What follows belongs to an exercise in optimizing a design on an open flow for small area, a short achievable clock period and few clock cycles per item; a production flow would make more cautious choices. At most, simulation tests tie the RTL to the original design; equivalence was not proved. The flow treats the clock pin as an ideal source, which a real chip does not have. Power figures rest on the tool's default switching activity, not on a simulated workload.

Setup of harbor:
==> flow/design.v <==
`timescale 1ns / 1ps
module lzss_decoder (
  input logic rst_,
  input logic clk,
  input logic literal,
  input logic data_ready,
  input logic [3*8-1:0] data_in,
  output logic new_data_ready,
  output logic data_valid,
  output logic [8-1:0] data_out
);
  localparam int WIN = 56;
  logic       t_valid;
  logic       t_lit;       
  logic       t_copy;      
  logic [7:0] t_byte;      
  logic [7:0] t_len;
  logic [7:0] hist [WIN-1:0];
  logic [7:0]     rem;       
  logic           act;       
  logic           e_free;    
  logic           lit;       
  logic [7:0]     e_byte;    
  logic [WIN-1:0] sel;       
  logic           clr;       
  logic       accept;
  logic       e_load;
  logic       in_far;
  logic       in_copy;
  logic [7:0] nxt_rem;
  logic [5:0] nxt_dcnt;
  logic       nxt_t_valid;
  logic [7:0] byte_out;
  assign accept   = data_ready & new_data_ready;
  assign e_load   = t_valid & e_free;
  assign in_far   = (|data_in[15:6]) | (data_in[5:3] == 3'b111);
  assign in_copy  = !literal && !in_far && data_in[23:16] != 8'd0;
  assign data_out = hist[0];
  always_comb begin
    byte_out = lit ? e_byte : 8'd0;
    for (int i = 0; i < WIN; i++)
      byte_out = byte_out | (sel[i] ? hist[i] : 8'd0);
  end
  always_comb begin
    if (e_load)
      nxt_rem = t_lit ? 8'd1 : (t_copy ? t_len : 8'd0);
    else if (act)
      nxt_rem = rem - 8'd1;
    else
      nxt_rem = rem;
    nxt_dcnt    = e_load ? t_byte[5:0] : e_byte[5:0] - 6'd1;
    nxt_t_valid = accept | (t_valid & !e_free);
  end
  always_ff @(posedge clk) begin
    if (accept) begin
      t_lit  <= literal;
      t_copy <= in_copy;
      t_byte <= data_in[7:0];
      t_len  <= data_in[23:16];
    end
  end
  always_ff @(posedge clk) begin
    hist[0] <= byte_out;
    if (act) begin
      for (int i = WIN-1; i >= 1; i--) hist[i] <= hist[i-1];
    end
  end
  always_ff @(posedge clk) begin
    e_byte <= {e_load ? t_byte[7:6] : e_byte[7:6], nxt_dcnt};
  end
  always_ff @(posedge clk) begin
    if (!rst_) begin
      lit <= 1'b0;
      sel <= WIN'(1);
    end else if (e_load) begin
      lit <= t_lit;
      for (int i = 0; i < WIN; i++) sel[i] <= t_copy ? t_byte[5:0] == 6'(i) : (i == 0 && !t_lit);
    end else if (clr) begin
      lit <= 1'b0;
      sel <= WIN'(1);
    end
  end
  always_ff @(posedge clk) begin
    if (!rst_) begin
      t_valid        <= 1'b0;
      rem            <= '0;
      act            <= 1'b0;
      e_free         <= 1'b1;
      clr            <= 1'b0;
      new_data_ready <= 1'b1;
      data_valid     <= 1'b0;
    end else begin
      t_valid        <= nxt_t_valid;
      rem            <= nxt_rem;
      act            <= nxt_rem != 8'd0;
      e_free         <= nxt_rem <= 8'd1;
      clr            <= nxt_rem == 8'd1 || (nxt_rem != 8'd0 && nxt_dcnt == 6'd0);
      new_data_ready <= !nxt_t_valid || nxt_rem <= 8'd1;
      data_valid     <= act;
    end
  end
endmodule
export LEC_CHECK = 0
export CAP_MARGIN = 20
export CORE_MARGIN = 2
export CORE_UTILIZATION = 65
export CTS_CLUSTER_DIAMETER = 80
export CTS_CLUSTER_SIZE = 25
export SETUP_SLACK_MARGIN = 3.0
export SLEW_MARGIN = 20
create_clock -name core_clock -period 5.0 [get_ports {clk}]
run.sh (not shown) runs the stock make flow with config.mk's settings and CLKGATE_MAP_FILE= SYNTH_SCRIPT=/design/flow/synth_recipe.tcl, a recipe that flattens the netlist after the stock synthesis.
> inputs changed (harbor -> juniper)
--- a/flow/design.v
+++ b/flow/design.v
@@ -21,7 +21,8 @@
   logic           e_free;    
   logic           lit;       
   logic [7:0]     e_byte;    
-  logic [WIN-1:0] sel;       
+  logic [7:0]     lo;        
+  logic [6:0]     hi;        
   logic           clr;       
   logic       accept;
   logic       e_load;
@@ -38,8 +39,13 @@
   assign data_out = hist[0];
   always_comb begin
     byte_out = lit ? e_byte : 8'd0;
-    for (int i = 0; i < WIN; i++)
-      byte_out = byte_out | (sel[i] ? hist[i] : 8'd0);
+    for (int j = 0; j < 7; j++) begin
+      logic [7:0] grp;
+      grp = 8'd0;
+      for (int k = 0; k < 8; k++)
+        grp = grp | (lo[k] ? hist[8*j+k] : 8'd0);
+      byte_out = byte_out | (hi[j] ? grp : 8'd0);
+    end
   end
   always_comb begin
     if (e_load)
@@ -71,13 +77,16 @@
   always_ff @(posedge clk) begin
     if (!rst_) begin
       lit <= 1'b0;
-      sel <= WIN'(1);
+      lo  <= 8'd1;
+      hi  <= 7'd1;
     end else if (e_load) begin
       lit <= t_lit;
-      for (int i = 0; i < WIN; i++) sel[i] <= t_copy ? t_byte[5:0] == 6'(i) : (i == 0 && !t_lit);
+      for (int k = 0; k < 8; k++) lo[k] <= t_copy ? t_byte[2:0] == 3'(k) : k == 0;
+      for (int j = 0; j < 7; j++) hi[j] <= t_copy ? t_byte[5:3] == 3'(j) : (j == 0 && !t_lit);
     end else if (clr) begin
       lit <= 1'b0;
-      sel <= WIN'(1);
+      lo  <= 8'd1;
+      hi  <= 7'd1;
     end
   end
   always_ff @(posedge clk) begin
[summary]
The higher share of power burned in combinational logic of juniper and harbor is in juniper.
Area growth from synthesis to layout delta for juniper relative to harbor: 0.25 points higher
Sort juniper and harbor by met1 usage in global routing desc -> top: harbor
Re multi-input combinational cell count: harbor was higher than juniper.
Fraction of final layout cells sized beyond drive strength 1: juniper lower than harbor
juniper gives less sequential cell count than harbor did.
Sort juniper and harbor by worst setup slack asc -> top: juniper
Core utilization sits higher in juniper than in harbor.
Final area (harbor / juniper): 1.07
Count of max-cap constraint violations: harbor vs juniper identical
Compared with harbor, juniper shows a post-cts sizing count that is 3 lower.
harbor has a lower largest stage delay on the critical path than juniper.
Of juniper and harbor, juniper shows the lower synthesized cell count, with harbor above it.
Compound-cell area share of the yosys netlist: juniper < harbor
No run of this note included a check of the RTL's function; only the layout flow was run.

---

lzss_decoder, a different RTL version from the one above (not shown whole).
Size in the first run: roughly 1,000 cells after synthesis, roughly 510 flip-flops, ~38 I/O pins, ~0.014 sq mm of cells after synthesis.
==> module lzss_decoder, before the edit <==
module lzss_decoder (
  input logic rst_,
  input logic clk,
  input logic literal,
  input logic data_ready,
  input logic [3*8-1:0] data_in,
  output logic new_data_ready,
  output logic data_valid,
  output logic [8-1:0] data_out
);
  localparam int WIN = 56;
  logic       t_valid;     
  logic       t_lit;       
  logic       t_copy;      
  logic       t_len1;      
  logic       t_off0;      
  logic [7:0] t_byte;      
  logic [7:0] t_len;
  logic [7:0] ring [WIN-1:0];
  logic [7:0] rem;       
  logic       act;       
  logic       last;      
  logic       rep;       
  logic       empty;     
  logic       lit;       
  logic [7:0] e_byte;    
  logic [7:0] lo;        
  logic [6:0] hi;        
  logic       accept;
  logic       e_load;
  logic       in_far;
  logic       in_copy;
  logic       nxt_act;
  logic       nxt_last;
  logic       rem2_1, empty2;
  logic [7:0] byte_out;
  assign accept   = data_ready & new_data_ready;
  assign e_load   = t_valid;
  assign in_far   = (|data_in[15:6]) | (data_in[5:3] == 3'b111);
  assign in_copy  = !literal && !in_far && data_in[23:16] != 8'd0;
  assign data_out = ring[0];
  always_comb begin
    byte_out = lit ? e_byte : 8'd0;
    for (int j = 0; j < 7; j++) begin
      logic [7:0] grp;
      grp = 8'd0;
      for (int k = 0; k < 8; k++)
        for (int b = 0; b < 8; b++)
          grp[b] = grp[b] | (lo[k] & ring[8*j+k][b]);
      byte_out = byte_out | (hi[j] ? grp : 8'd0);
    end
  end
  always_comb begin
    nxt_act  = e_load ? (t_lit || t_copy) : (act && rem >= 8'd2);
    nxt_last = e_load ? (t_lit || (t_copy && t_len1)) : (act && rem == 8'd2);
    rem2_1   = accept  ? literal
             : t_valid ? (t_copy && t_len == 8'd2)
             :           rem == 8'd3;
    empty2   = empty && !act && !nxt_act && !accept;
  end
  always_ff @(posedge clk) begin
    t_lit  <= literal;
    t_copy <= in_copy;
    t_len1 <= data_in[23:16] == 8'd1;
    t_off0 <= data_in[5:0] == 6'd0;
    t_byte <= data_in[7:0];
    t_len  <= data_in[23:16];
  end
  always_ff @(posedge clk) begin
    ring[0] <= byte_out;
    for (int i = WIN-1; i >= 1; i--) ring[i] <= ring[i-1];
  end
  always_ff @(posedge clk) begin
    e_byte[7:6] <= t_byte[7:6];
    e_byte[5:0] <= e_load ? t_byte[5:0] : e_byte[5:0] - 6'd1;
  end
  always_ff @(posedge clk) begin
    if (e_load) begin
      if (t_lit)       rem <= 8'd1;
      else if (t_copy) rem <= t_len;
      else             rem <= 8'd0;
    end else begin
      rem <= rem == 8'd0 ? 8'(WIN-1) : rem - 8'd1;
    end
  end
  always_ff @(posedge clk) begin
    if (!rst_) begin
      lit  <= 1'b0;
      lo   <= 8'h80;
      hi   <= 7'h40;
    end else if (e_load) begin
      lit <= t_lit;
      for (int k = 0; k < 8; k++) lo[k] <= t_copy ? t_byte[2:0] == 3'(k) : k == 7;
      for (int j = 0; j < 7; j++) hi[j] <= t_copy ? t_byte[5:3] == 3'(j) : (j == 6 && !t_lit);
    end else if (last) begin
      lit  <= 1'b0;
      lo   <= 8'h80;
      hi   <= 7'h40;
    end else if (rep) begin
      lit  <= 1'b0;
      lo   <= 8'h01;
      hi   <= 7'h01;
    end
  end
  always_ff @(posedge clk) begin
    if (!rst_) begin
      t_valid        <= 1'b0;
      act            <= 1'b0;
      last           <= 1'b0;
      rep            <= 1'b0;
      empty          <= 1'b1;
      new_data_ready <= 1'b1;
      data_valid     <= 1'b0;
    end else begin
      t_valid        <= accept;
      act            <= nxt_act;
      last           <= nxt_last;
      rep            <= e_load ? (t_copy && t_off0 && !t_len1)
                               : (act && rem >= 8'd3 && e_byte[5:0] == 6'd1);
      empty          <= empty & !act;
      new_data_ready <= rem2_1 || empty2;
      data_valid     <= act;
    end
  end
endmodule
==> flow/config.mk <==
export PLATFORM = sky130hd
export DESIGN_NAME = lzss_decoder
export DESIGN_NICKNAME = lzss_decoder
export VERILOG_FILES = /design/flow/design.v
export SDC_FILE = /design/flow/constraint.sdc
export NUM_CORES = 4
export LEC_CHECK = 0
export CAP_MARGIN = 20
export CORE_MARGIN = 2
export CORE_UTILIZATION = 65
export CTS_CLUSTER_DIAMETER = 60
export CTS_CLUSTER_SIZE = 15
export SETUP_SLACK_MARGIN = 3.2
export SLEW_MARGIN = 20
==> flow/constraint.sdc <==
create_clock -name core_clock -period 5.0 [get_ports {clk}]
set_input_delay 1.0000 -clock core_clock [delete_from_list [all_inputs] [get_ports {clk}]]
set_output_delay 1.0000 -clock core_clock [all_outputs]
set_load 0.01 [all_outputs]
standard.sh (not shown) runs the stock make flow with config.mk's settings and CLKGATE_MAP_FILE= SYNTH_SCRIPT=/design/flow/synth_recipe.tcl, a recipe that flattens the netlist after the stock synthesis.
==> flow/flow/run.sh <==
#!/bin/bash
set -euo pipefail
R=orfs/results/${FLOW_PLATFORM}/lzss_decoder/base
bash standard.sh "BUFFER_PORTS_ARGS=-buffer_cell sky130_fd_sc_hd__buf_1" cts > 1_standard_to_cts.log 2>&1
cp $R/4_cts.odb $R/4_cts_orig.odb
R=$R openroad -no_init -exit flow/flatten_clock_tree.tcl > 2_flatten_clock_tree.log 2>&1
bash standard.sh finish > 3_standard_finish.log 2>&1
Other scripts of this flow, unchanged in this note and not shown: flow/flow/flatten_clock_tree.tcl
Testbench counts at the start, summed over its fixed seeds: cycles 20,582, bytes 20,566.
Edit:
--- a/flow/design.v
+++ b/flow/design.v
@@ -23,9 +23,11 @@
   logic       last;      
   logic       rep;       
   logic       empty;     
+  logic [5:0] rot;       
   logic       lit;       
   logic [7:0] e_byte;    
-  logic [7:0] lo;        
+  logic [7:0] lo_a;      
+  logic [7:0] lo_b;      
   logic [6:0] hi;        
   logic       accept;
   logic       e_load;
@@ -33,7 +35,11 @@
   logic       in_copy;
   logic       nxt_act;
   logic       nxt_last;
-  logic       rem2_1, empty2;
+  logic       nxt_empty;
+  logic [5:0] nxt_rot;
+  logic       nxt_rem_ge2;
+  logic       nxt_rem_eq2;
+  logic       act2, last2, empty2, rot2_55;
   logic [7:0] byte_out;
   assign accept   = data_ready & new_data_ready;
   assign e_load   = t_valid;
@@ -47,17 +53,21 @@
       grp = 8'd0;
       for (int k = 0; k < 8; k++)
         for (int b = 0; b < 8; b++)
-          grp[b] = grp[b] | (lo[k] & ring[8*j+k][b]);
+          grp[b] = grp[b] | ((b % 2 == 0 ? lo_a[k] : lo_b[k]) & ring[8*j+k][b]);
       byte_out = byte_out | (hi[j] ? grp : 8'd0);
     end
   end
   always_comb begin
-    nxt_act  = e_load ? (t_lit || t_copy) : (act && rem >= 8'd2);
-    nxt_last = e_load ? (t_lit || (t_copy && t_len1)) : (act && rem == 8'd2);
-    rem2_1   = accept  ? literal
-             : t_valid ? (t_copy && t_len == 8'd2)
-             :           rem == 8'd3;
-    empty2   = empty && !act && !nxt_act && !accept;
+    nxt_act     = e_load ? (t_lit || t_copy) : (act && rem >= 8'd2);
+    nxt_last    = e_load ? (t_lit || (t_copy && t_len1)) : (act && rem == 8'd2);
+    nxt_empty   = empty & !act;
+    nxt_rot     = (act || empty || rot == 6'(WIN-1)) ? 6'd0 : rot + 6'd1;
+    nxt_rem_ge2 = e_load ? (!t_lit && t_copy && t_len >= 8'd2) : rem >= 8'd3;
+    nxt_rem_eq2 = e_load ? (!t_lit && t_copy && t_len == 8'd2) : rem == 8'd3;
+    act2        = accept ? (literal || in_copy) : (nxt_act && nxt_rem_ge2);
+    last2       = accept ? (literal || (in_copy && data_in[23:16] == 8'd1)) : (nxt_act && nxt_rem_eq2);
+    empty2      = nxt_empty & !nxt_act;
+    rot2_55     = !act && !empty && rot == 6'(WIN-3) && !nxt_act;
   end
   always_ff @(posedge clk) begin
     t_lit  <= literal;
@@ -81,25 +91,31 @@
       else if (t_copy) rem <= t_len;
       else             rem <= 8'd0;
     end else begin
-      rem <= rem == 8'd0 ? 8'(WIN-1) : rem - 8'd1;
+      rem <= rem - 8'd1;
     end
   end
   always_ff @(posedge clk) begin
     if (!rst_) begin
       lit  <= 1'b0;
-      lo   <= 8'h80;
+      lo_a <= 8'h80;
+      lo_b <= 8'h80;
       hi   <= 7'h40;
     end else if (e_load) begin
       lit <= t_lit;
-      for (int k = 0; k < 8; k++) lo[k] <= t_copy ? t_byte[2:0] == 3'(k) : k == 7;
+      for (int k = 0; k < 8; k++) begin
+        lo_a[k] <= t_copy ? t_byte[2:0] == 3'(k) : (k == 7 && !t_lit);
+        lo_b[k] <= t_copy ? t_byte[2:0] == 3'(k) : (k == 7 || t_lit);
+      end
       for (int j = 0; j < 7; j++) hi[j] <= t_copy ? t_byte[5:3] == 3'(j) : (j == 6 && !t_lit);
     end else if (last) begin
       lit  <= 1'b0;
-      lo   <= 8'h80;
+      lo_a <= 8'h80;
+      lo_b <= 8'h80;
       hi   <= 7'h40;
     end else if (rep) begin
       lit  <= 1'b0;
-      lo   <= 8'h01;
+      lo_a <= 8'h01;
+      lo_b <= 8'h01;
       hi   <= 7'h01;
     end
   end
@@ -110,6 +126,7 @@
       last           <= 1'b0;
       rep            <= 1'b0;
       empty          <= 1'b1;
+      rot            <= 6'd0;
       new_data_ready <= 1'b1;
       data_valid     <= 1'b0;
     end else begin
@@ -118,8 +135,9 @@
       last           <= nxt_last;
       rep            <= e_load ? (t_copy && t_off0 && !t_len1)
                                : (act && rem >= 8'd3 && e_byte[5:0] == 6'd1);
-      empty          <= empty & !act;
-      new_data_ready <= rem2_1 || empty2;
+      empty          <= nxt_empty;
+      rot            <= nxt_rot;
+      new_data_ready <= last2 || (!act2 && (empty2 || rot2_55));
       data_valid     <= act;
     end
   end
Result: Total power stays flat; critical path depth rose by 4; area after synthesis went up by 3.7%; cell count is higher by 5.2%; core utilization is lower by 0.73 points.
The RTL of the second run of this note was laid out without a check of its function.

re-timing with driven ports:
Ports are ideal in the flow. The routed layouts listed here were re-timed in OpenROAD. Step 1, drivers: a clkbuf_16 drives clk and a buf_2 each remaining input, both assumed. Step 2 times the ports against the registers' clock, not the clock port: input delays grow and output delays shrink by t, the midpoint of the rising clock arrivals with the driver on. Three values: ideal, step 1, step 2; two values: the first two.
run	t, ns	setup slack, ns	worst slew at a driven data input, ns
harbor	0.612	2.945 / 2.894 / 2.630	0.03
juniper	0.611	2.934 / 2.881 / 2.447	0.03
the first run of note 2	0.433	3.165 / 3.073 / 3.075	0.03
the second run of note 2	0.421	2.804 / 2.875 / 2.454	0.03
After both steps every run listed still meets setup and hold. For juniper, which loses most, drivers alone change the setup slack by -0.053 ns; drivers and shift together by -0.487 ns.
